This design comes from an exercise in tuning for small area and a short achievable clock period on the open sky130 flow, not from production work. The RTL was checked by simulation tests, not by an equivalence proof against the original design. Power and IR drop assume default switching activity.

==> design/flow/design.v <==
module t2c_late (
    input left, mid, right,    
    input mL, mF, mR,          
    input [3:0] dh,            
    input decide,              
    input at40,                
    input sp,                  
    input pm, cm, bm,          
    input [1:0] dirn, dL, dR, dU,        
    input [3:0] xp, xm, yp, ym,          
    input [8:0] xh,                      
    output go,                           
    output [2:0] move_n,
    output [1:0] dirn_n,
    output ex, ey,                       
    output [3:0] x_n, y_n,
    output pm_n, bm_n, cm_n,
    output [8:0] wr                      
);
  wire fL = ~left & ~mL;
  wire fF = ~mid & ~mF;
  wire fR = ~right & ~mR;
  wire nof = ~(fL | fF | fR);
  wire block = (fL & ~fF & ~fR) | (~fL & fF & ~fR) | (~fL & ~fF & fR);
  wire uf = sp & ((left & mid & ~right) | (left & ~mid & right) | (~left & mid & right));
  wire sL = decide & ~uf & fL;
  wire sF = decide & ~uf & ~fL & fF;
  wire sR = decide & ~uf & ~fL & ~fF & fR;
  wire sU = decide & (uf | (nof & ~at40));
  wire hold = ~(sL | sF | sR | sU);
  wire selN = dh[0] & sF | dh[1] & sL | dh[2] & sU | dh[3] & sR;
  wire selE = dh[0] & sR | dh[1] & sF | dh[2] & sL | dh[3] & sU;
  wire selS = dh[0] & sU | dh[1] & sR | dh[2] & sF | dh[3] & sL;
  wire selW = dh[0] & sL | dh[1] & sU | dh[2] & sR | dh[3] & sF;
  wire holdx = ~(selE | selW);
  wire holdy = ~(selN | selS);
  wire wm = decide & (pm & block | nof & ~at40);    
  assign go = ~hold;
  assign move_n = ({3{sL}} & 3'd2) | ({3{sF}} & 3'd1) | ({3{sR}} & 3'd3) | ({3{sU}} & 3'd4);
  assign dirn_n = ({2{sL}} & dL) | ({2{sF}} & dirn) | ({2{sR}} & dR) | ({2{sU}} & dU);
  assign ex = ~holdx;
  assign ey = ~holdy;
  assign x_n = ({4{selE}} & xp) | ({4{selW}} & xm);
  assign y_n = ({4{selS}} & yp) | ({4{selN}} & ym);
  assign pm_n = cm | wm;
  assign bm_n = cm | wm;
  assign cm_n = sU & bm;
  assign wr = xh & {9{wm}};
endmodule
module t2c_maze_explorer (
    input clk,
    input rst_n,
    input left,
    mid,
    right,   
    output reg [2:0] move
);
  reg [1:0] st;         
  reg [3:0] x_pos, y_pos;
  reg [1:0] dirn;       
  reg flag2;
  reg cm;               
  reg bm;               
  reg pm;               
  reg mN, mE, mS, mW;   
  wire [80:0] mark;     
  wire idle = ~st[1] & ~st[0];
  wire decide = st[1] & ~st[0];
  wire [15:0] xa, ya;   
  genvar gi, gj;
  generate
    for (gi = 0; gi < 16; gi = gi + 1) begin : g_dec
      assign xa[gi] = (x_pos == gi);
      assign ya[gi] = (y_pos == gi);
    end
  endgenerate
  wire [8:0] xh = xa[8:0], yh = ya[8:0];
  wire [8:0] col_y;     
  wire [8:0] row_x;     
  generate
    for (gi = 0; gi < 9; gi = gi + 1) begin : g_pl
      wire [8:0] a, b;
      for (gj = 0; gj < 9; gj = gj + 1) begin : g_t
        assign a[gj] = mark[gi*9+gj] & yh[gj];
        assign b[gj] = mark[gj*9+gi] & xh[gj];
      end
      assign col_y[gi] = |a;
      assign row_x[gi] = |b;
    end
  endgenerate
  wire x_out = |xa[15:9];
  wire y_out = |ya[15:9];
  always @(posedge clk) begin
    mE <= y_out | (|(col_y[8:1] & xa[7:0])) | (|xa[14:8]) | (xa[15] & col_y[0]);
    mW <= y_out | (|(col_y[8:0] & xa[9:1])) | xa[0] | (|xa[15:10]);
    mS <= x_out | (|(row_x[8:1] & ya[7:0])) | (|ya[14:8]) | (ya[15] & row_x[0]);
    mN <= x_out | (|(row_x[8:0] & ya[9:1])) | ya[0] | (|ya[15:10]);
  end
  wire [3:0] dh = {dirn == 2'd3, dirn == 2'd2, dirn == 2'd1, dirn == 2'd0};
  wire mL = dh[0] & mW | dh[1] & mN | dh[2] & mE | dh[3] & mS;
  wire mF = dh[0] & mN | dh[1] & mE | dh[2] & mS | dh[3] & mW;
  wire mR = dh[0] & mE | dh[1] & mS | dh[2] & mW | dh[3] & mN;
  wire at40 = xa[4] & ya[0];
  wire sp = at40 & ~flag2;
  wire [3:0] xp = {x_pos[3] ^ (&x_pos[2:0]), x_pos[2] ^ (&x_pos[1:0]), x_pos[1] ^ x_pos[0], ~x_pos[0]};
  wire [3:0] xm = {x_pos[3] ^ ~(|x_pos[2:0]), x_pos[2] ^ ~(|x_pos[1:0]), x_pos[1] ^ ~x_pos[0], ~x_pos[0]};
  wire [3:0] yp = {y_pos[3] ^ (&y_pos[2:0]), y_pos[2] ^ (&y_pos[1:0]), y_pos[1] ^ y_pos[0], ~y_pos[0]};
  wire [3:0] ym = {y_pos[3] ^ ~(|y_pos[2:0]), y_pos[2] ^ ~(|y_pos[1:0]), y_pos[1] ^ ~y_pos[0], ~y_pos[0]};
  wire [1:0] dL = {dirn[1] ^ ~dirn[0], ~dirn[0]};
  wire [1:0] dR = {dirn[1] ^ dirn[0], ~dirn[0]};
  wire [1:0] dU = {~dirn[1], dirn[0]};
  wire go, ex, ey;
  wire [2:0] move_n;
  wire [1:0] dirn_n;
  wire [3:0] x_n, y_n;
  wire pm_n, bm_n, cm_n;
  wire [8:0] wr;
  t2c_late u_late (
      .left(left), .mid(mid), .right(right), .mL(mL), .mF(mF), .mR(mR), .dh(dh),
      .decide(decide), .at40(at40), .sp(sp), .pm(pm), .cm(cm), .bm(bm),
      .dirn(dirn), .dL(dL), .dR(dR), .dU(dU), .xp(xp), .xm(xm), .yp(yp), .ym(ym), .xh(xh),
      .go(go), .move_n(move_n), .dirn_n(dirn_n), .ex(ex), .ey(ey), .x_n(x_n), .y_n(y_n),
      .pm_n(pm_n), .bm_n(bm_n), .cm_n(cm_n), .wr(wr));
  always @(posedge clk or negedge rst_n) begin
    if (!rst_n) begin
      st <= 2'b00;
      move <= 3'd0;
    end else begin
      st <= {st[1] | st[0], ~st[0]};
      if (go) move <= move_n;
    end
  end
  always @(posedge clk) begin
    if (idle) begin
      dirn <= 2'd0;
      x_pos <= 4'd4;
      y_pos <= 4'd8;
      flag2 <= 1'b0;
      cm <= 1'b1;
      bm <= 1'b1;
      pm <= 1'b1;
    end else begin
      if (decide && at40) flag2 <= 1'b1;
      if (decide) pm <= pm_n;
      if (go) begin
        dirn <= dirn_n;
        bm <= bm_n;
        cm <= cm_n;
      end
      if (ex) x_pos <= x_n;
      if (ey) y_pos <= y_n;
    end
  end
  generate
    for (gi = 0; gi < 9; gi = gi + 1) begin : g_wi
      for (gj = 0; gj < 9; gj = gj + 1) begin : g_wj
        if (gi == 4 && gj == 8) begin : g_start
          assign mark[gi*9+gj] = 1'b1;
        end else begin : g_cell
          reg m_n;   
          always @(posedge clk) m_n <= (m_n | idle) & ~(wr[gi] & yh[gj]);
          assign mark[gi*9+gj] = ~m_n;
        end
      end
    end
  endgenerate
endmodule
==> design/flow/flow/run.sh <==
#!/bin/bash
# Own layout flow: the standard flow, except that the synthesised netlist
# comes from the same synthesis script with different ABC mapping (see
# flow/mysynth.tcl and flow/settings.sh) and without the adder-cell mapping.
# Registers (names and cell types) are those of the standard synthesis; this
# is checked below, and the standard netlist is used if they differ.
set -euo pipefail
W=$PWD
F=$W/flow
R=$W/orfs/results/$FLOW_PLATFORM/t2c_maze_explorer/base
source $F/settings.sh

bash standard.sh synth > $W/log_std_synth.txt 2>&1
cp $R/1_2_yosys.v $W/std_1_2_yosys.v

# 2. own synthesis in a separate ORFS work folder
make -C $FLOW_HOME DESIGN_CONFIG=$W/config.mk WORK_HOME=$W/own \
  CLKGATE_MAP_FILE= SYNTH_SCRIPT=$F/mysynth.tcl synth > $W/log_own_synth.txt 2>&1
OWN=$W/own/results/$FLOW_PLATFORM/t2c_maze_explorer/base/1_2_yosys.v

regs() { grep -E '^ *sky130_fd_sc_hd__(df|ed|sd)[a-z]*_[0-9]+ ' "$1" | awk '{print $1, $2}' | sed 's/_[0-9]* / /' | sort; }
regs $R/1_2_yosys.v > $W/regs_std.txt
regs $OWN > $W/regs_own.txt
if cmp -s $W/regs_std.txt $W/regs_own.txt; then
  cp $OWN $R/1_2_yosys.v
  echo "own synthesis used" > $W/log_synth_choice.txt
else
  echo "register mismatch; keeping the standard synthesis" > $W/log_synth_choice.txt
fi

# 3. the rest of the standard flow on that netlist
export SETUP_SLACK_MARGIN=$FLOW_SETUP_MARGIN
bash standard.sh > $W/log_flow.txt 2>&1
==> design/flow/flow/area.abc <==
strash; dch -f; amap; topo
==> design/flow/flow/mysynth.tcl <==
proc synth {args} {

  yosys synth -nofsm -noshare {*}$args
  if {[lsearch -exact $args fine:] >= 0 && [info exists ::env(MY_LATE_OUTS)] && $::env(MY_LATE_OUTS) ne ""} {
    # mark the cells between the wires MY_LATE_INS and MY_LATE_OUTS
    yosys select -set lo {*}$::env(MY_LATE_OUTS) %ci*
    yosys select -set li {*}$::env(MY_LATE_INS) %ci*
    yosys setattr -set my_late 1 @lo @li %d
    yosys select -clear
  }
}
set ::env(ADDER_MAP_FILE) ""
proc abc {args} {
  set i [lsearch -exact $args -script]
  if {$i >= 0} {
    if {[info exists ::env(MY_ABC_SCRIPT)] && $::env(MY_ABC_SCRIPT) ne ""} {
      set args [lreplace $args $i [expr {$i+1}] -script $::env(MY_ABC_SCRIPT)]
    } else {
      set args [lreplace $args $i [expr {$i+1}]]
    }
  }
  set j [lsearch -exact $args -D]
  if {$j >= 0} { set args [lreplace $args $j [expr {$j+1}]] }
  if {[info exists ::env(MY_ABC_D)] && $::env(MY_ABC_D) ne ""} {
    lappend args -D $::env(MY_ABC_D)
  }
  if {[info exists ::env(MY_LATE_D)] && $::env(MY_LATE_D) ne ""} {
    # speed-map the logic cone of the sensor inputs first (up to the flip-flops)
    set stop {}
    foreach c [split [string trim [tee -q -s result.string select -list-mod =A:liberty_cell]] "\n"] {
      if {[regexp {__(df|ed|sd)} $c]} { lappend stop $c }
    }
    if {[info exists ::env(MY_LATE_OUTS)] && $::env(MY_LATE_OUTS) ne ""} {
      yosys select -set late a:my_late
    } else {
      yosys select -set late {*}$::env(MY_LATE_FROM) %co*:-[join $stop ,]
    }
    yosys tee -o $::env(REPORTS_DIR)/late_stat.txt stat @late
    set sargs $args
    set k [lsearch -exact $sargs -script]
    if {$k >= 0} { set sargs [lreplace $sargs $k [expr {$k+1}]] }
    if {[info exists ::env(MY_LATE_SCRIPT)] && $::env(MY_LATE_SCRIPT) ne ""} { lappend sargs -script $::env(MY_LATE_SCRIPT) }
    set k [lsearch -exact $sargs -D]
    if {$k >= 0} { set sargs [lreplace $sargs $k [expr {$k+1}]] }
    lappend sargs -D $::env(MY_LATE_D)
    puts "my late abc: $sargs"
    yosys abc {*}$sargs @late
    yosys select -clear
  }
  if {[info exists ::env(MY_KEEP)]} {
    set kargs $args
    set k [lsearch -exact $kargs -script]
    if {$k >= 0} { set kargs [lreplace $kargs $k [expr {$k+1}]] }
    set k [lsearch -exact $kargs -D]
    if {$k >= 0} { set kargs [lreplace $kargs $k [expr {$k+1}]] }
    if {[info exists ::env(MY_KEEP_SCRIPT)] && $::env(MY_KEEP_SCRIPT) ne ""} { lappend kargs -script $::env(MY_KEEP_SCRIPT) }
    lappend kargs -D $::env(MY_KEEP_D)
    foreach m $::env(MY_KEEP) {
      puts "my keep abc ($m): $kargs"
      yosys abc {*}$kargs $m
    }
    yosys abc {*}$args $::env(DESIGN_NAME)
    return
  }
  puts "my abc: $args"
  yosys abc {*}$args
}
# modules named in MY_KEEP keep their own hierarchy until after ABC, which maps
# them on their own with yosys's default (delay-driven) script and -D MY_KEEP_D
proc hierarchy {args} {
  yosys hierarchy {*}$args
  if {[info exists ::env(MY_KEEP)]} {
    foreach m $::env(MY_KEEP) { yosys setattr -mod -set keep_hierarchy 1 $m }
  }
}
source $::env(SCRIPTS_DIR)/synth.tcl
# left out here: clear keep_hierarchy, flatten, clean up, hide names made inside functions, write 1_2_yosys.v
==> design/flow/flow/settings.sh <==
# settings for flow/run.sh
export MY_ABC_SCRIPT=$F/area.abc   # ABC script for the design
export MY_KEEP=t2c_late            # module mapped on its own, delay-driven
export MY_KEEP_D=300               # its ABC delay target (ps)
export FLOW_SETUP_MARGIN=5.6       # repair_timing setup margin (ns)
==> design/flow/standard.sh <==
#!/bin/bash
# synth_recipe.tcl (not shown) runs the flow's synth.tcl, then flattens the netlist and writes it again
# the make line also repeats each setting of config.mk as NAME=value (left out here)
make -C /OpenROAD-flow-scripts/flow DESIGN_CONFIG=/design/flow/config.mk WORK_HOME=/design/flow/orfs CLKGATE_MAP_FILE= SYNTH_SCRIPT=/design/flow/synth_recipe.tcl "${@:-finish}"
==> design/flow/config.mk <==
export PLATFORM = sky130hd
export DESIGN_NAME = t2c_maze_explorer
export DESIGN_NICKNAME = t2c_maze_explorer
export VERILOG_FILES = /design/flow/design.v
export SDC_FILE = /design/flow/constraint.sdc
export NUM_CORES = 4
export LEC_CHECK = 0
export CAP_MARGIN = 20
export CORE_MARGIN = 2
export CORE_UTILIZATION = 55
export SLEW_MARGIN = 20
==> design/flow/constraint.sdc <==
create_clock -name core_clock -period 9.0 [get_ports {clk}]
set_input_delay 1.8000 -clock core_clock [delete_from_list [all_inputs] [get_ports {clk}]]
set_output_delay 1.8000 -clock core_clock [all_outputs]
set_load 0.01 [all_outputs]
==> flow_summary.toml, run 1 <==
[cts]
ctsRootBufferMaster = "clkbuf_8"
cts_buffer_depth = 2
cts_tree = "done"
insertion_delay_ns = 0.38
postCtsHoldBufs = 0
clkTransAtPathRegs_ns = 0.10
numCtsBuffers = 9
cts_sinks = 103
htreeDepth = 3

[floorplanning]
ios = 8
die_h_um = 97.4
dieArea_mm2 = 0.00949
core-area_mm2 = 0.00859
die_x_um = 97.4
initial_utilization_pct = 55.9
row_count = 34

[place]
dp_cells = 667
post-dp-hpwl_um = 9840
io_buffers = 7
dp_worst_setup_slack_ns = 4.82
place.gp.congestion = 1.00

[global_route]
grt_pass1_wl_um = 23200
grt_pass1_vias = 4421
grt_max_degree = 85
track_usage_pct = 30.3
grt_overflow = 0
antenna_found_initial = 0

[yosys]
syn_area_mm2 = 0.00480
synth_fp_nets = 558
yosysWarningCount = 1
synth.avg_cell_area_um2 = 8.68
netlist_instances = 553

[outcome]
status = "no timing/DRC/antenna violations"

[power]
power.total_w = 0.00186
leakagePower_nw = 1.83
pwr_density_cell_mw_per_mm2 = 339
ir_drop_mv = 0.141

[timing]
setup_violations = 0
slew_headroom_pct = 39.7
max_freq_mhz = 295
tightestPinTransition_ns = 0.904
setup_tns_ns = 0
setup_slack_ns = 5.62
period_minus_slack_ns = 3.38
finClkSkew_ns = 0.0103
final-max-slew-violation-count = 0
whs_ns = 0.494
timing.final.crit_share_pct = 37.6
rsz0062_at_grt = "no"
hold_viol_final = 0

[setup_path]
start_kind = "flip-flop"
worstPathMaxFanout = 21
worstSetupPathType = "flip-flop to flip-flop"
critical_path.endpoint_type = "flip-flop"
cp.required_ns = 9.24
arrival_ns = 3.63

[drt]
vias = 4998
drt_iter0_markers = 435
dr.pass1.iters = 6
drt-vias-per-instance = 7.10
wire_per_inst_um = 22.1
drcViolationCount = 0
drt-total-wl_um = 15600
ant_nets = 0

[finish]
final_nets = 596
most-common-layout-cells = "dfxtp_1, o22a_1, nor2_1, o22ai_1, clkinv_1"
area_growth_pct = 14.7
drive_gt1_share_pct = 12.1
mostFrequentLayoutCell = "dfxtp_1"
fin_cells = 704
antenna_cells = 0

[worst_hold_path]
hold_class = "flip-flop to flip-flop"

[flow_run]
drv_cap = 0
## critical path, stage by stage, from the launching register on
cell and delay [ns]:
dfxtp_1 0.48, clkinv_1 0.58, nand2_4 0.48, o22a_1 0.18
o221ai_1 0.16, nor4_1 0.50, o22ai_1 0.16, nor4_1 0.29
nor4b_1 0.25, o21ai_0 0.17
## metal layers
layer / GRT usage, % / part of all wire (%)
met5: 0 / 0
met1: 41.8 / 42
met4: 10.6 / 3.3
met3: 5.40 / 8.3
met2: 48.2 / 47
## area by class of cell
class                   count  area [um^2]
repair buffers             26          210
clock inverters             6         86.3
fillers                   775         3090
well taps                 108          135
flip-flops and latches    103         2090
inverters                  48          193
clock buffers              10          128
multi-input cells         403         2670
## timing repair
item,in CTS,in global routing
setup buffers,8,9
pin swaps,7,5
gates resized for setup,26,19
cloned,0,4
setup endpoints to repair,83,73
## worst paths after layout
path                           from      end  slack [ns]  cells after the start
setup reg to reg           y_pos[3]       mW        5.62                      9
hold reg to reg               flag2    flag2        0.49                      2
hold / removal                flag2    flag2        0.49                      2
max in group asynchronous     rst_n  move[0]        7.16                      1
setup / recovery           y_pos[3]       mW        5.62                      9
min in group asynchronous     rst_n  move[1]        1.64                      1
## power breakdown
group	switching (W)	internal, W
Sequential	0.000164	0.000629
Clock	0.000180	0.000137
Combinational	0.000465	0.000290
Total	0.000809	0.00106
## sequential cells by signal, summed over array words and instances, names as in the netlist, 2 cells and up
| register | flops |
|---|---|
| move | 3 |
| dirn | 2 |
| g_wi.g_wj.g_cell.m_n | 80 |
| x_pos | 4 |
| y_pos | 4 |
| st | 2 |
## metrics by stage
step | util [%] | instance area, um^2
3_5_place_dp | 58.2 | 5000
6_report | 64.1 | 5510
2_1_floorplan | - | 4800
4_1_cts | 62.3 | 5350
5_1_grt | 64.1 | 5510
3_3_place_gp | 58.2 | 5000
==> inputs of run 2 (changes only) <==
--- a/design/flow/flow/settings.sh
+++ b/design/flow/flow/settings.sh
@@ -4,2 +4,2 @@
 export MY_KEEP_D=300               # its ABC delay target (ps)
-export FLOW_SETUP_MARGIN=5.6       # repair_timing setup margin (ns)
+export FLOW_SETUP_MARGIN=5.9       # repair_timing setup margin (ns)
==> flow_summary.toml, run 2 <==
[global_route]
track_usage_pct = 32.8
antenna_found_initial = 0
grt_pass1_vias = 4633
grt_overflow = 0
grt_pass1_wl_um = 24800
grt_max_degree = 85

[drt]
drt_iter0_markers = 505
drt-total-wl_um = 16500
drcViolationCount = 0
ant_nets = 0
wire_per_inst_um = 23.2
dr.pass1.iters = 5
drt-vias-per-instance = 7.14
vias = 5085

[setup_path]
rrSetupSlack_ns = 5.93
critical_path.endpoint_type = "flip-flop"
critical_path.slowest_cell = "o41ai_1"
r2r-end = "y_pos[1]"
cp.required_ns = 9.26
reg2reg_from = "dirn[0]"
slowest_delay_ns = 0.58
worstPathMaxFanout = 6
crit_family = "compound AO/OA/AOI/OAI gates"
arrival_ns = 3.45
start_kind = "input port"
reg2regPathDepth = 13
cp_cell_sequence = "buf_12 -> o41ai_1 -> a21oi_2 -> a31oi_4 -> nand2b_1 -> o22ai_1 -> nand2_1"
worstSetupPathType = "input port to flip-flop"
critPathBufInv = 1

[flow_run]
drv_cap = 0

[place]
placed_area_mm2 = 0.00510
io_buffers = 7
place.gp.congestion = 0.970
post-dp-hpwl_um = 9820

[worst_hold_path]
hold_end = "cm"
holdCritStartpoint = "cm"
hold_class = "flip-flop to flip-flop"
hold_depth = 2

[timing]
setup_tns_ns = 0
hold_viol_final = 0
setup_violations = 0
final-max-slew-violation-count = 0
whs_ns = 0.476
finClkSkew_ns = 0.0103
rsz0062_at_grt = "yes"
max_freq_mhz = 314
slew_headroom_pct = 37.6
tightestPinTransition_ns = 0.936
timing.final.crit_share_pct = 35.4
period_minus_slack_ns = 3.19

[power]
power.total_w = 0.00193
leakagePower_nw = 1.96
pwr_density_cell_mw_per_mm2 = 323
ir_drop_mv = 0.158

[floorplanning]
die_x_um = 97.4
ios = 8
core-area_mm2 = 0.00859
dieArea_mm2 = 0.00949
initial_utilization_pct = 55.9
die_h_um = 97.4
row_count = 34

[yosys]
synth.avg_cell_area_um2 = 8.68
syn_area_mm2 = 0.00480
synth_fp_nets = 558
netlist_instances = 553
yosysWarningCount = 1

[cts]
cts_buffer_depth = 2
cts_tree = "done"
numCtsBuffers = 9
htreeDepth = 3
ctsRootBufferMaster = "clkbuf_8"
cts_sinks = 103
clkTransAtPathRegs_ns = 0.10
insertion_delay_ns = 0.37

[finish]
final_nets = 604
area_growth_pct = 24.0
register_area_mm2 = 0.00209
final_util_pct = 69.3
n_fill_cell = 687
largest_register_ffs = 80
most-common-layout-cells = "dfxtp_1, o22a_1, o22ai_1, nor2_1, a21oi_1"
multiInputGateArea_mm2 = 0.00298
antenna_cells = 0
top_register = "g_wi.g_wj.g_cell.m_n"
drive_gt1_share_pct = 21.2
final_cell_area_mm2 = 0.00595
reg.largest.list = "g_wi.g_wj.g_cell.m_n (80), x_pos (4), y_pos (4)"
mostFrequentLayoutCell = "dfxtp_1"

[outcome]
status = "no timing/DRC/antenna violations"
-- run 2: power breakdown --
part	total (W)	internal, W	switching [W]
Combinational	0.000846	0.000325	0.000522
Sequential	0.000793	0.000630	0.000164
Clock	0.000285	0.000108	0.000177
-- run 2: worst max path at each step --
stage             start                          to  slack, ns  depth (start not counted)
5_1_grt        x_pos[3]                          mN       5.77                         11
2_1_floorplan      left                    y_pos[3]       5.75                          8
4_1_cts             mid  g_wi[8].g_wj[7].g_cell.m_n       5.91                          7
6_report            mid                          bm       5.81                          7
3_3_place_gp        mid                    x_pos[0]       4.88                          9
3_5_place_dp       left                    x_pos[0]       4.75                          9
-- run 2: layout make-up --
type | instances | share of cell area (%)
Multi-Input combinational cell | 404 | 50.0
Sequential cell | 103 | 35.1
Timing Repair Buffer | 33 | 5.67
Inverter | 48 | 3.78
Tap cell | 108 | 2.27
Clock buffer | 10 | 2.14
Clock inverter | 6 | 1.03
-- run 2: worst register-to-register path: stages, from the launching register on --
cell	delay [ns]
dfxtp_1	0.50
clkinv_1	0.29
nor2_4	0.29
a222oi_1	0.16
nand2_1	0.25
o22ai_4	0.15
nor4b_4	0.35
a21oi_4	0.07
buf_12	0.16
o2111ai_4	0.26
or2_4	0.20
inv_4	0.06
o21ai_2	0.17
a21oi_2	0.05
-- run 2: metrics by stage --
stage	setup WS, ns	instances
2_1_floorplan	5.75	553
3_3_place_gp	4.88	668
3_5_place_dp	4.75	668
4_1_cts	5.91	696
5_1_grt	5.77	712
6_report	5.81	712
-- run 2: per-layer routing --
layer | wire, um | track usage [%] | vias up | share of wire, %
met5 | 0 | 0 | - | 0
met4 | 862 | 13.0 | 0 | 5.2
met3 | 1370 | 7.34 | 84 | 8.3
met2 | 7570 | 51.7 | 294 | 46
met1 | 6720 | 43.8 | 2435 | 41
li1 | - | - | 2272 | -
-- run 2: repair_timing --
item,4_1_cts,5_1_grt
pin swaps,10,24
gates cloned,4,1
endpoints found under the hold margin,0,0
gates resized for setup,58,63
buffers inserted,8,15
hold buffers,0,0
setup endpoints to repair,98,81
==> inputs of run 3 (changes only) <==
--- a/design/flow/flow/settings.sh
+++ b/design/flow/flow/settings.sh
@@ -4,2 +4,2 @@
 export MY_KEEP_D=300               # its ABC delay target (ps)
-export FLOW_SETUP_MARGIN=5.9       # repair_timing setup margin (ns)
+export FLOW_SETUP_MARGIN=5.8       # repair_timing setup margin (ns)
--- a/design/flow/config.mk
+++ b/design/flow/config.mk
@@ -10,2 +10,3 @@
 export CORE_UTILIZATION = 55
+export CTS_BUF_LIST = sky130_fd_sc_hd__clkbuf_4 sky130_fd_sc_hd__clkbuf_8
 export SLEW_MARGIN = 20
==> flow_summary.toml, run 3 <==
[outcome]
status = "no timing/DRC/antenna violations"

[drt]
drt-vias-per-instance = 6.90
drcViolationCount = 0
dr.pass1.iters = 7
vias = 4854
wire_per_inst_um = 21.5
drt_iter0_markers = 516
ant_nets = 0
drt-total-wl_um = 15100

[floorplanning]
dieArea_mm2 = 0.00949
die_x_um = 97.4
core-area_mm2 = 0.00859
ios = 8
die_h_um = 97.4
initial_utilization_pct = 55.9
row_count = 34

[setup_path]
rrSetupSlack_ns = 5.90
reg2regPathDepth = 8
cp_cell_sequence = "clkbuf_4 -> and3_4 -> o311a_4 -> nand2_1 -> o2111ai_4 -> buf_4 -> a22o_1 -> o21ai_1 -> a21oi_1"
critical_path.slowest_cell = "o311a_4"
reg2reg_from = "y_pos[2]"
critical_path.endpoint_type = "flip-flop"
worstSetupPathType = "input port to flip-flop"
start_kind = "input port"
cp.required_ns = 9.25
slowest_delay_ns = 0.41
r2r-end = "mW"
worstPathMaxFanout = 7
crit_family = "compound AO/OA/AOI/OAI gates"
arrival_ns = 3.43
critPathBufInv = 2

[finish]
n_fill_cell = 710
largest_register_ffs = 80
register_area_mm2 = 0.00209
top_register = "g_wi.g_wj.g_cell.m_n"
drive_gt1_share_pct = 16.5
area_growth_pct = 18.4
final_util_pct = 66.1
most-common-layout-cells = "dfxtp_1, o22a_1, o22ai_1, nor2_1, a21oi_1"
antenna_cells = 0
fin_cells = 703
final_nets = 595
multiInputGateArea_mm2 = 0.00280
mostFrequentLayoutCell = "dfxtp_1"
reg.largest.list = "g_wi.g_wj.g_cell.m_n (80), x_pos (4), y_pos (4)"

[cts]
postCtsHoldBufs = 0
numCtsBuffers = 9
cts_buffer_depth = 2
clkTransAtPathRegs_ns = 0.10
cts_sinks = 103
cts_tree = "done"
htreeDepth = 3
insertion_delay_ns = 0.37
ctsRootBufferMaster = "clkbuf_8"

[place]
post-dp-hpwl_um = 9910
place.gp.congestion = 0.955
dp_cells = 669
io_buffers = 7
dp_worst_setup_slack_ns = 4.77

[power]
combPwrFrac_pct = 40.4
switchingPower_w = 0.000789
seqPwrFrac_pct = 42.0
leakagePower_nw = 1.86
internal-power_w = 0.00109
ir_drop_mv = 0.151
pwr_density_cell_mw_per_mm2 = 331
p_sw_share_pct = 42.0
clockPowerShare_pct = 17.6

[worst_hold_path]
hold_end = "cm"
hold_depth = 2
hold_class = "flip-flop to flip-flop"
holdCritStartpoint = "cm"

[yosys]
syn_area_mm2 = 0.00480
netlist_instances = 553
yosysWarningCount = 1
synth_fp_nets = 558
synth.avg_cell_area_um2 = 8.68

[timing]
finClkSkew_ns = 0.0153
slew_headroom_pct = 39.7
setup_violations = 0
max_freq_mhz = 315
timing.final.crit_share_pct = 35.3
hold_viol_final = 0
rsz0062_at_grt = "yes"
whs_ns = 0.467
setup_slack_ns = 5.82
period_minus_slack_ns = 3.18
tightestPinTransition_ns = 0.904
setup_tns_ns = 0
final-max-slew-violation-count = 0

[flow_run]
drv_cap = 0

[global_route]
grt_pass1_wl_um = 23600
grt_pass1_vias = 4569
antenna_found_initial = 0
grt_max_degree = 85
track_usage_pct = 30.7
grt_overflow = 0
run 3: what timing repair did:
item / CTS / global route
cloned: 0 / 2
pin swaps: 7 / 8
buffers inserted: 6 / 10
endpoints found under the setup margin: 97 / 75
gates resized for setup: 49 / 25
run 3: worst register-to-register path, delay by kind of cell (launching register included):
kind                   cells  cell delay [ns]
AND/OR/NAND/NOR            4             1.68
flip-flops                 1             0.49
AO/OA/AOI/OAI              3             0.46
buffers and inverters      1             0.33
run 3: worst max path at each step:
stage	startpoint	endpoint	cells past startpoint
2_1_floorplan	left	y_pos[3]	8
3_3_place_gp	mid	x_pos[3]	9
3_5_place_dp	mid	x_pos[3]	9
4_1_cts	y_pos[3]	mW	8
5_1_grt	y_pos[0]	mW	10
6_report	left	x_pos[1]	9
run 3: power groups by stage:
stage               clock network, W  logic, W  registers (W)
floorplan                          0  0.000500       0.000740
finish                      0.000331  0.000761       0.000790
global placement                   0  0.000653       0.000782
global route                0.000355  0.000823       0.000811
CTS                         0.000338  0.000701       0.000777
detailed placement                 0  0.000666       0.000784
run 3: metrics by stage:
| stage | instance area, um^2 | power, W |
|---|---|---|
| 4_1_cts | 5510 | 0.00182 |
| 3_3_place_gp | 5090 | 0.00143 |
| 3_5_place_dp | 5090 | 0.00145 |
| 5_1_grt | 5680 | 0.00199 |
| 2_1_floorplan | 4880 | 0.00124 |
| 6_report | 5680 | 0.00188 |
run 3: layer usage:
metal | vias to the layer above | wire length, um | share of wire, % | GRT usage [%]
met5 | - | 0 | 0 | 0
met4 | 0 | 577 | 3.8 | 10.9
met3 | 57 | 1190 | 7.9 | 6.62
met2 | 238 | 6920 | 46 | 48.4
met1 | 2308 | 6460 | 43 | 41.9
li1 | 2251 | - | - | -
run 3: layout make-up:
| class | count | share of cell area [%] |
|---|---|---|
| tap | 108 | 2.38 |
| timing repair buffer | 27 | 3.99 |
| sequential | 103 | 36.7 |
| multi-input combinational | 401 | 49.3 |
| clock buffer | 10 | 2.42 |
| clock inverter | 6 | 1.72 |
| inverter | 48 | 3.50 |
==> inputs of run 4 (changes only) <==
--- a/design/flow/config.mk
+++ b/design/flow/config.mk
@@ -10,3 +10,3 @@
 export CORE_UTILIZATION = 55
-export CTS_BUF_LIST = sky130_fd_sc_hd__clkbuf_4 sky130_fd_sc_hd__clkbuf_8
+export GPL_TIMING_DRIVEN = 0
 export SLEW_MARGIN = 20
==> flow_summary.toml, run 4 <==
[finish]
reg.largest.list = "g_wi.g_wj.g_cell.m_n (80), x_pos (4), y_pos (4)"
n_fill_cell = 695
drive_gt1_share_pct = 16.9
final_util_pct = 67.3
top_register = "g_wi.g_wj.g_cell.m_n"
area_growth_pct = 20.5
most-common-layout-cells = "dfxtp_1, o22a_1, o22ai_1, nor2_1, a21oi_1"
largest_register_ffs = 80
mostFrequentLayoutCell = "dfxtp_1"
final_nets = 602
antenna_cells = 0

[timing]
period_minus_slack_ns = 3.21
max_freq_mhz = 311
rsz0062_at_grt = "yes"
hold_viol_final = 0
setup_tns_ns = 0
slew_headroom_pct = 45.7
finClkSkew_ns = 0.0161
timing.final.crit_share_pct = 35.7
setup_violations = 0
tightestPinTransition_ns = 0.813
final-max-slew-violation-count = 0

[setup_path]
worstSetupPathType = "flip-flop to flip-flop"
critical_path.endpoint_type = "flip-flop"
cp.required_ns = 9.26
worstPathMaxFanout = 9
start_kind = "flip-flop"
rrSetupSlack_ns = 5.79
arrival_ns = 3.47
reg2regPathDepth = 10

[global_route]
antenna_found_initial = 0
grt_max_degree = 35
grt_overflow = 0
grt_pass1_wl_um = 24600
grt_pass1_vias = 4611
track_usage_pct = 32.4

[cts]
htreeDepth = 3
numCtsBuffers = 9
cts_sinks = 103
cts_tree = "done"
ctsRootBufferMaster = "clkbuf_8"
cts_buffer_depth = 2
insertion_delay_ns = 0.38
clkTransAtPathRegs_ns = 0.12

[yosys]
syn_area_mm2 = 0.00480
netlist_instances = 553
synth.avg_cell_area_um2 = 8.68
yosysWarningCount = 1
synth_fp_nets = 558

[floorplanning]
initial_utilization_pct = 55.9
ios = 8
die_h_um = 97.4
die_x_um = 97.4
core-area_mm2 = 0.00859
dieArea_mm2 = 0.00949
row_count = 34

[power]
p_sw_share_pct = 43.7
clockPowerShare_pct = 15.4
leakagePower_nw = 1.89
ir_drop_mv = 0.147
seqPwrFrac_pct = 42.8
switchingPower_w = 0.000809
internal-power_w = 0.00104
pwr_density_cell_mw_per_mm2 = 320
combPwrFrac_pct = 41.8

[outcome]
status = "no timing/DRC/antenna violations"

[drt]
drt-vias-per-instance = 6.95
drcViolationCount = 0
vias = 4937
drt-total-wl_um = 15500
wire_per_inst_um = 21.8
ant_nets = 0
dr.pass1.iters = 7
drt_iter0_markers = 499

[worst_hold_path]
hold_class = "flip-flop to flip-flop"
hold_depth = 2

[place]
post-dp-hpwl_um = 10000
place.gp.congestion = 0.907
io_buffers = 7

[flow_run]
drv_cap = 0
## run 4: area by class of cell
class                   instances  area [um^2]  area share (%)
repair buffers                 29          305            5.28
flip-flops and latches        103         2090            36.1
well taps                     108          135            2.34
clock buffers                  10          128            2.21
multi-input cells             403         2830            48.8
clock inverters                 6         65.1            1.12
inverters                      48          214            3.70
plain buffers                   3         26.3           0.454
## run 4: power by group through the flow
| stage | clock network, W | registers [W] | logic (W) |
|---|---|---|---|
| after CTS | 0.000290 | 0.000779 | 0.000716 |
| after global routing | 0.000307 | 0.000812 | 0.000836 |
| after floorplan | 0 | 0.000740 | 0.000500 |
| final | 0.000285 | 0.000791 | 0.000773 |
| after global placement | 0 | 0.000774 | 0.000646 |
| after detailed placement | 0 | 0.000778 | 0.000659 |
## run 4: critical path, cell delays in order (launching register included)
cell and delay (ns):
dfxtp_1 0.65, clkinvlp_4 0.37, nand4_1 0.17, buf_4 0.16, buf_4 0.18, o221ai_1 0.17
nor3_1 0.51, o22ai_1 0.16, nor4_1 0.31, nor4b_1 0.28, o21ai_0 0.13
## run 4: final timing paths
kind                                from  endpoint
worst max-delay path            y_pos[0]        mW
worst min-delay path                  cm        cm
worst max register to register  y_pos[0]        mW
worst min register to register        cm        cm
max in group asynchronous          rst_n     st[1]
min in group asynchronous          rst_n   move[0]
## run 4: per-stage QoR
stage / area (um^2) / power (W) / worst slack [ns] / hold WS, ns / std cells
2_1_floorplan: 4880 / 0.00124 / 5.75 / 0.432 / 553
3_3_place_gp: 5090 / 0.00142 / 4.49 / 0.453 / 668
3_5_place_dp: 5140 / 0.00144 / 4.79 / 0.460 / 670
4_1_cts: 5530 / 0.00178 / 5.80 / 0.488 / 699
5_1_grt: 5790 / 0.00196 / 5.77 / 0.533 / 710
6_report: 5790 / 0.00185 / 5.79 / 0.485 / 710
## run 4: metal layers
layer	up-vias	wire, um	GRT usage (%)
met5	-	0	0
met3	53	1030	5.97
met1	2384	6470	41.9
met4	0	553	12.3
met2	222	7440	54.1
li1	2278	-	-
## run 4: repair_timing
| action | in CTS | in global routing |
|---|---|---|
| gates cloned | 4 | 0 |
| hold endpoints to repair | 0 | 0 |
| resized for setup | 45 | 44 |
| setup buffers | 9 | 11 |
| pin swaps | 9 | 9 |
| hold buffers | 0 | 0 |
| endpoints found under the setup margin | 98 | 79 |
==> inputs of run 5 (changes only) <==
--- a/design/flow/config.mk
+++ b/design/flow/config.mk
@@ -10,3 +10,2 @@
 export CORE_UTILIZATION = 55
-export GPL_TIMING_DRIVEN = 0
 export SLEW_MARGIN = 20
==> flow_summary.toml, run 5 <==
[finish]
top_register = "g_wi.g_wj.g_cell.m_n"
largest_register_ffs = 80
final_util_pct = 66.1
reg.largest.list = "g_wi.g_wj.g_cell.m_n (80), x_pos (4), y_pos (4)"
mostFrequentLayoutCell = "dfxtp_1"
multiInputGateArea_mm2 = 0.00280
fin_cells = 703
final_nets = 595
most-common-layout-cells = "dfxtp_1, o22a_1, o22ai_1, nor2_1, a21oi_1"
register_area_mm2 = 0.00209
n_fill_cell = 710
area_growth_pct = 18.4
antenna_cells = 0
drive_gt1_share_pct = 16.5

[timing]
rsz0062_at_grt = "yes"
hold_viol_final = 0
setup_violations = 0
period_minus_slack_ns = 3.18
timing.final.crit_share_pct = 35.3
tightestPinTransition_ns = 0.904
setup_tns_ns = 0
final-max-slew-violation-count = 0
slew_headroom_pct = 39.7
finClkSkew_ns = 0.0153
max_freq_mhz = 315

[drt]
drt-vias-per-instance = 6.90
drcViolationCount = 0
drt_iter0_markers = 516
ant_nets = 0
vias = 4854
wire_per_inst_um = 21.5
dr.pass1.iters = 7
drt-total-wl_um = 15100

[setup_path]
slowest_delay_ns = 0.41
reg2reg_from = "y_pos[2]"
critical_path.slowest_cell = "o311a_4"
start_kind = "input port"
cp.required_ns = 9.25
critical_path.endpoint_type = "flip-flop"
cp_cell_sequence = "clkbuf_4 -> and3_4 -> o311a_4 -> nand2_1 -> o2111ai_4 -> buf_4 -> a22o_1 -> o21ai_1 -> a21oi_1"
critPathBufInv = 2
worstSetupPathType = "input port to flip-flop"
crit_family = "compound AO/OA/AOI/OAI gates"
r2r-end = "mW"
reg2regPathDepth = 8
arrival_ns = 3.43
worstSetupStartpoint = "left"
worstPathMaxFanout = 7
rrSetupSlack_ns = 5.90

[yosys]
synth.avg_cell_area_um2 = 8.68
synth_fp_nets = 558
yosysWarningCount = 1
syn_area_mm2 = 0.00480
netlist_instances = 553

[cts]
cts_tree = "done"
cts_sinks = 103
cts_buffer_depth = 2
htreeDepth = 3
postCtsHoldBufs = 0
numCtsBuffers = 9
clkTransAtPathRegs_ns = 0.10
ctsRootBufferMaster = "clkbuf_8"
insertion_delay_ns = 0.37

[floorplanning]
die_h_um = 97.4
ios = 8
dieArea_mm2 = 0.00949
initial_utilization_pct = 55.9
row_count = 34
core-area_mm2 = 0.00859
die_x_um = 97.4

[place]
place.gp.congestion = 0.955
io_buffers = 7
dp_cells = 669
post-dp-hpwl_um = 9910

[worst_hold_path]
hold_depth = 2
hold_end = "cm"
hold_class = "flip-flop to flip-flop"
holdCritStartpoint = "cm"

[global_route]
grt_pass1_vias = 4569
antenna_found_initial = 0
grt_overflow = 0
grt_max_degree = 85
track_usage_pct = 30.7
grt_pass1_wl_um = 23600

[power]
pwr_density_cell_mw_per_mm2 = 331
leakagePower_nw = 1.86
ir_drop_mv = 0.151

[flow_run]
drv_cap = 0

[outcome]
status = "no timing/DRC/antenna violations"
run 5: how the worst max path moves through the flow:
stage / depth (start not counted) / slack, ns / to
6_report: 9 / 5.82 / x_pos[1]
5_1_grt: 10 / 5.72 / mW
4_1_cts: 8 / 5.81 / mW
3_5_place_dp: 9 / 4.77 / x_pos[3]
3_3_place_gp: 9 / 4.88 / x_pos[3]
2_1_floorplan: 8 / 5.75 / y_pos[3]
run 5: repair_timing:
action	4_1_cts	5_1_grt
pin swaps	7	8
gates cloned	0	2
endpoints found under the setup margin	97	75
setup buffers	6	10
resized for setup	49	25
run 5: area by class of cell:
type	count	area share (%)
clock buffers	10	2.42
clock inverters	6	1.72
inverters	48	3.50
multi-input cells	401	49.3
flip-flops and latches	103	36.7
well taps	108	2.38
repair buffers	27	3.99
run 5: report_power, final:
part | internal, W | switching (W) | total [W] | leakage [nW]
Combinational | 0.000293 | 0.000468 | 0.000761 | 0.882
Sequential | 0.000630 | 0.000159 | 0.000790 | 0.861
Clock | 0.000169 | 0.000162 | 0.000331 | 0.119
Total | 0.00109 | 0.000789 | 0.00188 | 1.86
run 5: worst min-delay path: stages (launching register included):
cell and delay [ns]:
dfxtp_1 0.33, o22ai_1 0.06, nand2_1 0.05
run 5: through the flow:
| step | setup WS, ns | hold slack, ns | total power, W | instance area (um^2) |
|---|---|---|---|---|
| after floorplan | 5.75 | 0.432 | 0.00124 | 4880 |
| after global placement | 4.88 | 0.445 | 0.00143 | 5090 |
| after detailed placement | 4.77 | 0.449 | 0.00145 | 5090 |
| after CTS | 5.81 | 0.472 | 0.00182 | 5510 |
| after global routing | 5.72 | 0.508 | 0.00199 | 5680 |
| final | 5.82 | 0.467 | 0.00188 | 5680 |
run 5: metal layers:
metal	GRT usage [%]	wire [um]	share of wire [%]	vias to the layer above
li1	-	-	-	2251
met1	41.9	6460	43	2308
met2	48.4	6920	46	238
met3	6.62	1190	7.9	57
met4	10.9	577	3.8	0
met5	0	0	0	-
==> inputs of run 6 (changes only) <==
--- a/design/flow/flow/settings.sh
+++ b/design/flow/flow/settings.sh
@@ -1 +1,2 @@
+# settings for flow/run.sh
 # settings for flow/run.sh
--- a/design/flow/config.mk
+++ b/design/flow/config.mk
@@ -9,3 +9,3 @@
 export CORE_MARGIN = 2
-export CORE_UTILIZATION = 55
+export CORE_UTILIZATION = 40
 export SLEW_MARGIN = 20
==> flow_summary.toml, run 6 <==
[finish]
most-common-layout-cells = "dfxtp_1, o22a_1, o22ai_1, nor2_1, a21oi_1"
register_area_mm2 = 0.00209
drive_gt1_share_pct = 17.5
final_cell_area_mm2 = 0.00581
fin_cells = 737
n_fill_cell = 1096
final_util_pct = 49.0
area_growth_pct = 21.0
multiInputGateArea_mm2 = 0.00286
top_register = "g_wi.g_wj.g_cell.m_n"
reg.largest.list = "g_wi.g_wj.g_cell.m_n (80), x_pos (4), y_pos (4)"
final_nets = 590
mostFrequentLayoutCell = "dfxtp_1"
largest_register_ffs = 80
antenna_cells = 0

[setup_path]
critical_path.endpoint_type = "flip-flop"
crit_family = "compound AO/OA/AOI/OAI gates"
worstSetupPathType = "input port to flip-flop"
worstPathMaxFanout = 6
start_kind = "input port"
cp.required_ns = 9.24
arrival_ns = 3.39
slowest_delay_ns = 0.41
critPathBufInv = 3
critical_path.slowest_cell = "nor4b_4"
cp_cell_sequence = "buf_4 -> o22ai_4 -> nor4b_4 -> a21oi_4 -> buf_12 -> o2111ai_4 -> or2_4 -> inv_4 -> o21ai_1 -> a21oi_1"

[power]
p_sw_share_pct = 41.7
seqPwrFrac_pct = 41.1
clockPowerShare_pct = 19.5
pwr_density_cell_mw_per_mm2 = 330
leakagePower_nw = 1.87
ir_drop_mv = 0.168
switchingPower_w = 0.000799
combPwrFrac_pct = 39.5
internal-power_w = 0.00111
power.total_w = 0.00191

[drt]
wire_per_inst_um = 20.7
drt_iter0_markers = 593
drcViolationCount = 0
vias = 4872
dr.pass1.iters = 7
drt-vias-per-instance = 6.61
drt-total-wl_um = 15300
ant_nets = 0

[floorplanning]
dieArea_mm2 = 0.0129
ios = 8
die_x_um = 114
core-area_mm2 = 0.0119
die_h_um = 114
initial_utilization_pct = 40.5
row_count = 40

[yosys]
synth.avg_cell_area_um2 = 8.68
netlist_instances = 553
yosysWarningCount = 1
synth_fp_nets = 558
syn_area_mm2 = 0.00480

[timing]
timing.final.crit_share_pct = 35.1
setup_tns_ns = 0
hold_viol_final = 0
finClkSkew_ns = 0.00685
period_minus_slack_ns = 3.16
final-max-slew-violation-count = 0
setup_violations = 0
slew_headroom_pct = 38.3
max_freq_mhz = 317
rsz0062_at_grt = "yes"
tightestPinTransition_ns = 0.925

[cts]
postCtsHoldBufs = 0
cts_tree = "done"
numCtsBuffers = 9
cts_buffer_depth = 2
insertion_delay_ns = 0.35
cts_sinks = 103
clkTransAtPathRegs_ns = 0.07
ctsRootBufferMaster = "clkbuf_16"
htreeDepth = 3

[flow_run]
drv_cap = 0

[outcome]
status = "no timing/DRC/antenna violations"

[global_route]
grt_overflow = 0
track_usage_pct = 22.8
grt_pass1_vias = 4426
grt_max_degree = 85
grt_pass1_wl_um = 23200
antenna_found_initial = 0

[worst_hold_path]
hold_class = "flip-flop to flip-flop"

[place]
placed_area_mm2 = 0.00514
dp_cells = 708
post-dp-hpwl_um = 9890
io_buffers = 7
place.gp.congestion = 0.897
-- run 6: worst register-to-register path, stage by stage (launching register included) --
cell and delay (ns):
dfxtp_1 0.48, clkinvlp_4 0.29, nand4_1 0.17, buf_4 0.29, o22a_1 0.19, o221ai_1 0.17, nor4_1 0.50, o22ai_1 0.17
nor4_1 0.27, nor4b_1 0.28, o21ai_0 0.14
-- run 6: power groups by stage --
stage / registers [W] / clock network (W) / logic (W)
after global placement: 0.000777 / 0 / 0.000662
after global routing: 0.000803 / 0.000402 / 0.000813
final: 0.000786 / 0.000373 / 0.000755
after CTS: 0.000775 / 0.000381 / 0.000701
after detailed placement: 0.000782 / 0 / 0.000670
after floorplan: 0.000740 / 0 / 0.000500
-- run 6: metrics by stage --
stage,hold slack [ns],setup WS (ns)
6_report,0.501,5.84
2_1_floorplan,0.432,5.75
3_5_place_dp,0.473,4.79
4_1_cts,0.490,5.81
3_3_place_gp,0.448,4.87
5_1_grt,0.512,5.74
-- run 6: routing by layer --
metal,track usage [%],up-vias,share of wire [%]
li1,-,2238,-
met1,30.9,2378,44
met2,36.0,215,47
met3,5.84,41,6.9
met4,6.50,0,2.3
met5,0,-,0
-- run 6: final timing paths --
| path | end | startpoint | cells after the start | slack [ns] |
|---|---|---|---|---|
| max | y_pos[1] | left | 10 | 5.84 |
| min | cm | cm | 2 | 0.50 |
| max reg2reg | mW | y_pos[3] | 10 | 5.93 |
| min reg2reg | cm | cm | 2 | 0.50 |
| max in group asynchronous | st[0] | rst_n | 1 | 7.13 |
| min in group asynchronous | move[2] | rst_n | 1 | 1.68 |
-- run 6: what timing repair did --
action	in CTS	in global routing
cloned	1	2
setup buffers	4	6
pin swaps	6	14
hold endpoints to repair	0	0
gates resized for setup	56	36
endpoints found under the setup margin	97	63
-- run 6: layout make-up --
| cell class | count | share of cell area, % |
|---|---|---|
| Multi-Input combinational cell | 402 | 49.3 |
| Sequential cell | 103 | 35.9 |
| Clock buffer | 11 | 4.18 |
| Inverter | 48 | 3.53 |
| Timing Repair Buffer | 21 | 3.23 |
| Tap cell | 147 | 3.17 |
| Clock inverter | 5 | 0.668 |
==> inputs of run 7 (changes only) <==
--- a/design/flow/config.mk
+++ b/design/flow/config.mk
@@ -9,3 +9,3 @@
 export CORE_MARGIN = 2
-export CORE_UTILIZATION = 40
+export CORE_UTILIZATION = 52
 export SLEW_MARGIN = 20
==> flow_summary.toml, run 7 <==
[outcome]
status = "no timing/DRC/antenna violations"

[yosys]
synth_fp_nets = 558
synth.avg_cell_area_um2 = 8.68
netlist_instances = 553
yosysWarningCount = 1
syn_area_mm2 = 0.00480

[cts]
cts_tree = "done"
clkTransAtPathRegs_ns = 0.11
postCtsHoldBufs = 0
htreeDepth = 3
ctsRootBufferMaster = "clkbuf_8"
insertion_delay_ns = 0.38
cts_sinks = 103
cts_buffer_depth = 2
numCtsBuffers = 9

[timing]
tightestPinTransition_ns = 0.930
hold_viol_final = 0
finClkSkew_ns = 0.0185
slew_headroom_pct = 38.0
setup_tns_ns = 0
final-max-slew-violation-count = 0
timing.final.crit_share_pct = 34.3
max_freq_mhz = 324
setup_slack_ns = 5.91
setup_violations = 0
period_minus_slack_ns = 3.09
rsz0062_at_grt = "yes"

[floorplanning]
die_h_um = 100
dieArea_mm2 = 0.0100
core-area_mm2 = 0.00911
initial_utilization_pct = 52.7
row_count = 35
ios = 8
die_x_um = 100

[place]
dp_worst_setup_slack_ns = 4.78
io_buffers = 7
placed_area_mm2 = 0.00509
post-dp-hpwl_um = 10200
place.gp.congestion = 0.947

[worst_hold_path]
hold_depth = 1
hold_class = "flip-flop to flip-flop"

[setup_path]
endpoint = "g_wi[2].g_wj[3].g_cell.m_n"
r2r-end = "mW"
reg2regPathDepth = 10
cp.required_ns = 9.27
worstPathMaxFanout = 10
critical_path.endpoint_type = "flip-flop"
reg2reg_from = "y_pos[1]"
arrival_ns = 3.36
start_kind = "input port"
worstSetupPathType = "input port to flip-flop"
rrSetupSlack_ns = 5.97
worstSetupStartpoint = "mid"

[finish]
multiInputGateArea_mm2 = 0.00284
mostFrequentLayoutCell = "dfxtp_1"
largest_register_ffs = 80
final_nets = 595
n_fill_cell = 782
most-common-layout-cells = "dfxtp_1, o22a_1, o22ai_1, nor2_1, a21oi_1"
top_register = "g_wi.g_wj.g_cell.m_n"
antenna_cells = 0
reg.largest.list = "g_wi.g_wj.g_cell.m_n (80), x_pos (4), y_pos (4)"
register_area_mm2 = 0.00209
drive_gt1_share_pct = 17.8
final_cell_area_mm2 = 0.00568
area_growth_pct = 18.3

[power]
p_sw_share_pct = 43.8
combPwrFrac_pct = 42.1
leakagePower_nw = 1.84
switchingPower_w = 0.000817
clockPowerShare_pct = 15.5
pwr_density_cell_mw_per_mm2 = 328
internal-power_w = 0.00105
ir_drop_mv = 0.157
seqPwrFrac_pct = 42.4

[global_route]
track_usage_pct = 31.2
grt_pass1_vias = 4661
grt_pass1_wl_um = 24500
grt_overflow = 0
grt_max_degree = 85
antenna_found_initial = 0

[drt]
drcViolationCount = 0
ant_nets = 0
vias = 4967
drt-total-wl_um = 15400
wire_per_inst_um = 21.8
drt_iter0_markers = 448
drt-vias-per-instance = 7.04
dr.pass1.iters = 5

[flow_run]
drv_cap = 0
[run 7: final cells by class]
cell class	count	area share [%]
multi-input cells	403	49.9
flip-flops and latches	103	36.8
repair buffers	25	3.90
inverters	48	3.57
well taps	111	2.44
clock buffers	9	2.18
clock inverters	7	1.23
[run 7: critical path: stages]
cell	delay, ns
clkbuf_4	0.18
o22ai_4	0.25
or2_1	0.22
a31oi_4	0.22
nor2b_2	0.28
clkinv_2	0.18
o22a_1	0.21
[run 7: timing repair]
| action | in CTS | in global routing |
|---|---|---|
| cloned | 4 | 0 |
| setup buffers | 15 | 0 |
| resized for setup | 46 | 34 |
| endpoints found under the setup margin | 97 | 71 |
| pin swaps | 11 | 3 |
[run 7: worst min-delay path by stage]
stage               slack, ns  endpoint   from
CTS                      0.49     flag2  flag2
global placement         0.45        cm     cm
finish                   0.50        pm     pm
detailed placement       0.47     flag2  flag2
floorplan                0.43        cm     cm
global route             0.53     flag2  flag2
[run 7: power groups by stage]
stage | registers, W | logic, W | clock network [W]
after floorplan | 0.000740 | 0.000500 | 0
after global routing | 0.000811 | 0.000846 | 0.000311
after global placement | 0.000777 | 0.000653 | 0
after detailed placement | 0.000780 | 0.000667 | 0
final | 0.000792 | 0.000786 | 0.000288
after CTS | 0.000780 | 0.000750 | 0.000294
[run 7: metal layers]
metal  routed length (um)  part of all wire (%)  vias up  GRT usage [%]
li1                     -                     -     2255              -
met1                 6460                    42     2410           40.3
met2                 7120                    46      233           50.7
met3                  981                   6.4       69           5.15
met4                  819                   5.3        0           15.6
met5                    0                     0        -              0
[run 7: through the flow]
stage          util, %  hold slack, ns  instances  total power (W)
2_1_floorplan        -           0.432        553          0.00124
3_3_place_gp      55.9           0.448        671          0.00143
3_5_place_dp      55.9           0.465        671          0.00145
4_1_cts           61.3           0.487        706          0.00182
5_1_grt           62.4           0.528        706          0.00197
6_report          62.4           0.502        706          0.00187
==> inputs of run 8 (changes only) <==
--- a/design/flow/flow/settings.sh
+++ b/design/flow/flow/settings.sh
@@ -1,2 +1 @@
-# settings for flow/run.sh
 # settings for flow/run.sh
--- a/design/flow/config.mk
+++ b/design/flow/config.mk
@@ -9,3 +9,3 @@
 export CORE_MARGIN = 2
-export CORE_UTILIZATION = 52
+export CORE_UTILIZATION = 45
 export SLEW_MARGIN = 20
==> flow_summary.toml, run 8 <==
[power]
pwr_density_cell_mw_per_mm2 = 328
combPwrFrac_pct = 41.8
ir_drop_mv = 0.159
p_sw_share_pct = 44.4
seqPwrFrac_pct = 42.7
power.total_w = 0.00188
leakagePower_nw = 1.84
clockPowerShare_pct = 15.5
switchingPower_w = 0.000836
internal-power_w = 0.00105

[drt]
drt-vias-per-instance = 6.80
drt-total-wl_um = 16200
ant_nets = 0
drcViolationCount = 0
drt_iter0_markers = 457
vias = 4970
dr.pass1.iters = 8
wire_per_inst_um = 22.2

[yosys]
synth_fp_nets = 558
syn_area_mm2 = 0.00480
yosysWarningCount = 1
netlist_instances = 553
synth.avg_cell_area_um2 = 8.68

[place]
post-dp-hpwl_um = 10300
dp_cells = 698
io_buffers = 7
place.gp.congestion = 0.920

[global_route]
antenna_found_initial = 0
grt_pass1_vias = 4589
grt_max_degree = 85
grt_overflow = 0
track_usage_pct = 28.2
grt_pass1_wl_um = 25200

[setup_path]
arrival_ns = 3.40
cp.required_ns = 9.27
worstSetupStartpoint = "left"
r2r-end = "mN"
reg2regPathDepth = 13
rrSetupSlack_ns = 5.96
worstSetupPathType = "input port to flip-flop"
endpoint = "x_pos[3]"
start_kind = "input port"
critical_path.endpoint_type = "flip-flop"
reg2reg_from = "x_pos[3]"
worstPathMaxFanout = 6

[timing]
setup_tns_ns = 0
slew_headroom_pct = 37.5
final-max-slew-violation-count = 0
timing.final.crit_share_pct = 34.7
finClkSkew_ns = 0.0149
hold_viol_final = 0
rsz0062_at_grt = "yes"
period_minus_slack_ns = 3.13
tightestPinTransition_ns = 0.938
max_freq_mhz = 320
setup_violations = 0

[floorplanning]
dieArea_mm2 = 0.0115
initial_utilization_pct = 46.5
die_x_um = 107
die_h_um = 107
core-area_mm2 = 0.0103
row_count = 37
ios = 8

[flow_run]
drv_cap = 0

[finish]
reg.largest.list = "g_wi.g_wj.g_cell.m_n (80), x_pos (4), y_pos (4)"
n_fill_cell = 965
antenna_cells = 0
final_nets = 595
largest_register_ffs = 80
area_growth_pct = 19.5
fin_cells = 731
most-common-layout-cells = "dfxtp_1, o22a_1, nor2_1, o22ai_1, a21oi_1"
mostFrequentLayoutCell = "dfxtp_1"
top_register = "g_wi.g_wj.g_cell.m_n"
drive_gt1_share_pct = 17.6

[cts]
insertion_delay_ns = 0.39
cts_buffer_depth = 2
clkTransAtPathRegs_ns = 0.09
cts_tree = "done"
numCtsBuffers = 9
htreeDepth = 3
cts_sinks = 103
ctsRootBufferMaster = "clkbuf_8"

[outcome]
status = "no timing/DRC/antenna violations"

[worst_hold_path]
hold_class = "flip-flop to flip-flop"
[run 8: worst min-delay path by stage]
stage	start	to	slack (ns)	depth (start not counted)
after floorplan	cm	cm	0.43	2
after global placement	cm	cm	0.45	2
after detailed placement	cm	cm	0.45	2
after CTS	cm	cm	0.48	2
after global routing	pm	pm	0.52	1
final	cm	cm	0.48	2
[run 8: final cells by class]
class	count	area [um^2]	share of cell area (%)
Tap cell	136	170	2.97
Inverter	48	211	3.69
Clock buffer	11	141	2.47
Clock inverter	5	46.3	0.807
Multi-Input combinational cell	403	2870	50.0
Timing Repair Buffer	25	208	3.62
Sequential cell	103	2090	36.5
[run 8: timing repair]
item                       CTS  global route
hold endpoints to repair     0             0
buffers inserted             6             7
pin swaps                    8             5
hold buffers                 0             0
setup endpoints to repair   98            81
resized for setup           42            40
cloned                       3             1
[run 8: power by group through the flow]
stage               clock, W  combinational [W]  sequential, W
finish              0.000293           0.000786       0.000803
global route        0.000313           0.000846       0.000821
CTS                 0.000295           0.000717       0.000784
detailed placement         0           0.000677       0.000787
global placement           0           0.000667       0.000783
floorplan                  0           0.000500       0.000740
[run 8: layer usage]
layer  vias to the layer above  global-route usage [%]  share of wire [%]
li1                       2259                       -                  -
met3                        59                    6.05                8.6
met2                       249                    44.7                 46
met4                         0                    11.8                3.7
met1                      2403                    37.2                 42
met5                         -                       0                  0
[run 8: stage by stage]
step	setup slack [ns]	utilization (%)	hold slack [ns]	cell area, um^2
floorplan	5.75	-	0.432	4880
detailed placement	4.77	49.8	0.452	5140
CTS	5.80	53.1	0.479	5490
finish	5.87	55.6	0.484	5740
global placement	4.85	49.8	0.447	5140
global route	5.77	55.6	0.520	5740
[run 8: critical path, stage by stage]
cell	delay (ns)
clkbuf_4	0.17
and3_4	0.23
nor3_4	0.20
a21oi_2	0.08
buf_4	0.18
o2111ai_4	0.24
or2_4	0.18
clkinv_2	0.08
o21ai_0	0.18
a21oi_1	0.06
==> inputs of run 9 (changes only) <==
--- a/design/flow/flow/settings.sh
+++ b/design/flow/flow/settings.sh
@@ -1 +1,2 @@
+# settings for flow/run.sh
 # settings for flow/run.sh
--- a/design/flow/config.mk
+++ b/design/flow/config.mk
@@ -9,3 +9,3 @@
 export CORE_MARGIN = 2
-export CORE_UTILIZATION = 45
+export CORE_UTILIZATION = 50
 export SLEW_MARGIN = 20
==> flow_summary.toml, run 9 <==
[yosys]
syn_area_mm2 = 0.00480
synth_fp_nets = 558
synth.avg_cell_area_um2 = 8.68
yosysWarningCount = 1
netlist_instances = 553

[outcome]
status = "no timing/DRC/antenna violations"

[timing]
slew_headroom_pct = 39.2
setup_violations = 0
rsz0062_at_grt = "yes"
setup_tns_ns = 0
period_minus_slack_ns = 3.12
max_freq_mhz = 320
hold_viol_final = 0
tightestPinTransition_ns = 0.913
finClkSkew_ns = 0.0131
timing.final.crit_share_pct = 34.7
final-max-slew-violation-count = 0

[setup_path]
reg2reg_from = "x_pos[3]"
critical_path.endpoint_type = "flip-flop"
worstSetupPathType = "input port to flip-flop"
cp.required_ns = 9.27
r2r-end = "mN"
reg2regPathDepth = 11
arrival_ns = 3.39
worstPathMaxFanout = 10
start_kind = "input port"
rrSetupSlack_ns = 5.91

[cts]
ctsRootBufferMaster = "clkbuf_8"
numCtsBuffers = 9
insertion_delay_ns = 0.38
cts_sinks = 103
clkTransAtPathRegs_ns = 0.10
htreeDepth = 3
cts_tree = "done"
cts_buffer_depth = 2

[finish]
reg.largest.list = "g_wi.g_wj.g_cell.m_n (80), x_pos (4), y_pos (4)"
top_register = "g_wi.g_wj.g_cell.m_n"
mostFrequentLayoutCell = "dfxtp_1"
largest_register_ffs = 80
final_nets = 590
final_util_pct = 60.6
most-common-layout-cells = "dfxtp_1, o22a_1, o22ai_1, nor2_1, a21oi_1"
drive_gt1_share_pct = 16.6
antenna_cells = 0
area_growth_pct = 17.2

[drt]
drcViolationCount = 0
drt-total-wl_um = 15800
vias = 4887
drt_iter0_markers = 441
wire_per_inst_um = 22.0
drt-vias-per-instance = 6.80
ant_nets = 0
dr.pass1.iters = 6

[worst_hold_path]
hold_depth = 2
holdCritStartpoint = "cm"
hold_class = "flip-flop to flip-flop"
hold_end = "cm"

[global_route]
track_usage_pct = 30.8
grt_pass1_vias = 4347
antenna_found_initial = 0
grt_overflow = 0
grt_pass1_wl_um = 24500
grt_max_degree = 85

[floorplanning]
core-area_mm2 = 0.00928
initial_utilization_pct = 51.7
ios = 8
row_count = 35
die_x_um = 102
die_h_um = 102
dieArea_mm2 = 0.0104

[place]
place.gp.congestion = 0.987
post-dp-hpwl_um = 10200
io_buffers = 7

[power]
power.total_w = 0.00185
internal-power_w = 0.00103
p_sw_share_pct = 44.3
pwr_density_cell_mw_per_mm2 = 329
clockPowerShare_pct = 15.3
combPwrFrac_pct = 41.8
ir_drop_mv = 0.174
seqPwrFrac_pct = 42.9
leakagePower_nw = 1.80
switchingPower_w = 0.000821

[flow_run]
drv_cap = 0
[run 9: worst max-delay path by stage]
| stage | start | endpoint | slack, ns | cells after the start |
|---|---|---|---|---|
| 4_1_cts | left | x_pos[0] | 5.80 | 9 |
| 6_report | left | g_wi[4].g_wj[1].g_cell.m_n | 5.88 | 7 |
| 3_3_place_gp | mid | x_pos[0] | 4.85 | 9 |
| 2_1_floorplan | left | y_pos[3] | 5.75 | 8 |
| 5_1_grt | left | x_pos[0] | 5.78 | 9 |
| 3_5_place_dp | mid | x_pos[0] | 4.76 | 9 |
[run 9: power by group through the flow]
| stage | Combinational [W] | Clock [W] | Sequential [W] |
|---|---|---|---|
| 2_1_floorplan | 0.000500 | 0 | 0.000740 |
| 3_3_place_gp | 0.000659 | 0 | 0.000779 |
| 3_5_place_dp | 0.000672 | 0 | 0.000781 |
| 4_1_cts | 0.000733 | 0.000286 | 0.000780 |
| 5_1_grt | 0.000832 | 0.000306 | 0.000812 |
| 6_report | 0.000775 | 0.000284 | 0.000794 |
[run 9: through the flow]
stage | hold WS (ns) | std cells | cell area, um^2 | setup slack (ns)
2_1_floorplan | 0.432 | 553 | 4880 | 5.75
3_3_place_gp | 0.447 | 689 | 5110 | 4.85
3_5_place_dp | 0.455 | 689 | 5110 | 4.76
4_1_cts | 0.481 | 715 | 5520 | 5.80
5_1_grt | 0.525 | 719 | 5630 | 5.78
6_report | 0.487 | 719 | 5630 | 5.88
[run 9: worst max-delay path, cell delays in order]
cell	delay, ns
buf_4	0.15
o22ai_4	0.11
nor4b_4	0.42
a31oi_4	0.16
nor2b_1	0.34
clkinv_2	0.20
o22a_1	0.21
[run 9: cell type report]
type / instances / area, um^2
inverter: 48 / 208
timing repair buffer: 21 / 169
multi-input combinational: 402 / 2810
clock inverter: 7 / 66.3
sequential: 103 / 2090
tap: 129 / 161
fill: 849 / 3660
clock buffer: 9 / 124
[run 9: routing by layer]
layer | global-route usage (%) | part of all wire [%] | up-vias
met1 | 43.1 | 43 | 2354
li1 | - | - | 2243
met5 | 0 | 0 | -
met3 | 6.02 | 7.6 | 50
met2 | 47.5 | 46 | 240
met4 | 11.3 | 3.4 | 0
[run 9: timing repair]
action                     in CTS  in global routing
cloned                          3                  0
pin swaps                       9                  6
gates resized for setup        47                 35
buffers inserted                7                  4
hold buffers                    0                  0
setup endpoints to repair      98                 72

==> afterwards: timing with drivers on the ports <==
The flow's constraints put no driver on any port. The routed layouts listed below were extracted and timed again, unchanged, in two steps. Step 1, drivers: a clkbuf_16 drives clk and a buf_2 each remaining input, both assumed. Step 2 also shifts input and output timing later by t, the mid clock arrival at the registers, as if the neighbouring blocks saw the same clock. a / b / c = ideal ports / drivers / drivers and shift; a / b = the first two.
| run | t, ns | setup slack, ns | worst setup path at the end |
|---|---|---|---|
| run 1 | 0.407 | 5.615 / 5.615 / 5.344 | input to register |
| run 2 | 0.404 | 5.813 / 5.794 / 5.389 | input to register |
| run 3 | 0.393 | 5.821 / 5.832 / 5.439 | input to register |
| run 4 | 0.405 | 5.789 / 5.783 / 5.378 | input to register |
| run 5 | 0.393 | 5.821 / 5.832 / 5.439 | input to register |
| run 6 | 0.386 | 5.845 / 5.856 / 5.471 | input to register |
| run 7 | 0.406 | 5.914 / 5.900 / 5.520 | input to register |
| run 8 | 0.422 | 5.873 / 5.856 / 5.466 | input to register |
| run 9 | 0.406 | 5.878 / 5.878 / 5.472 | input to register |
After both steps setup and hold are still met in every run listed. The setup slack of run 2, which loses most, moves by -0.019 ns with the drivers and by -0.424 ns with both steps.
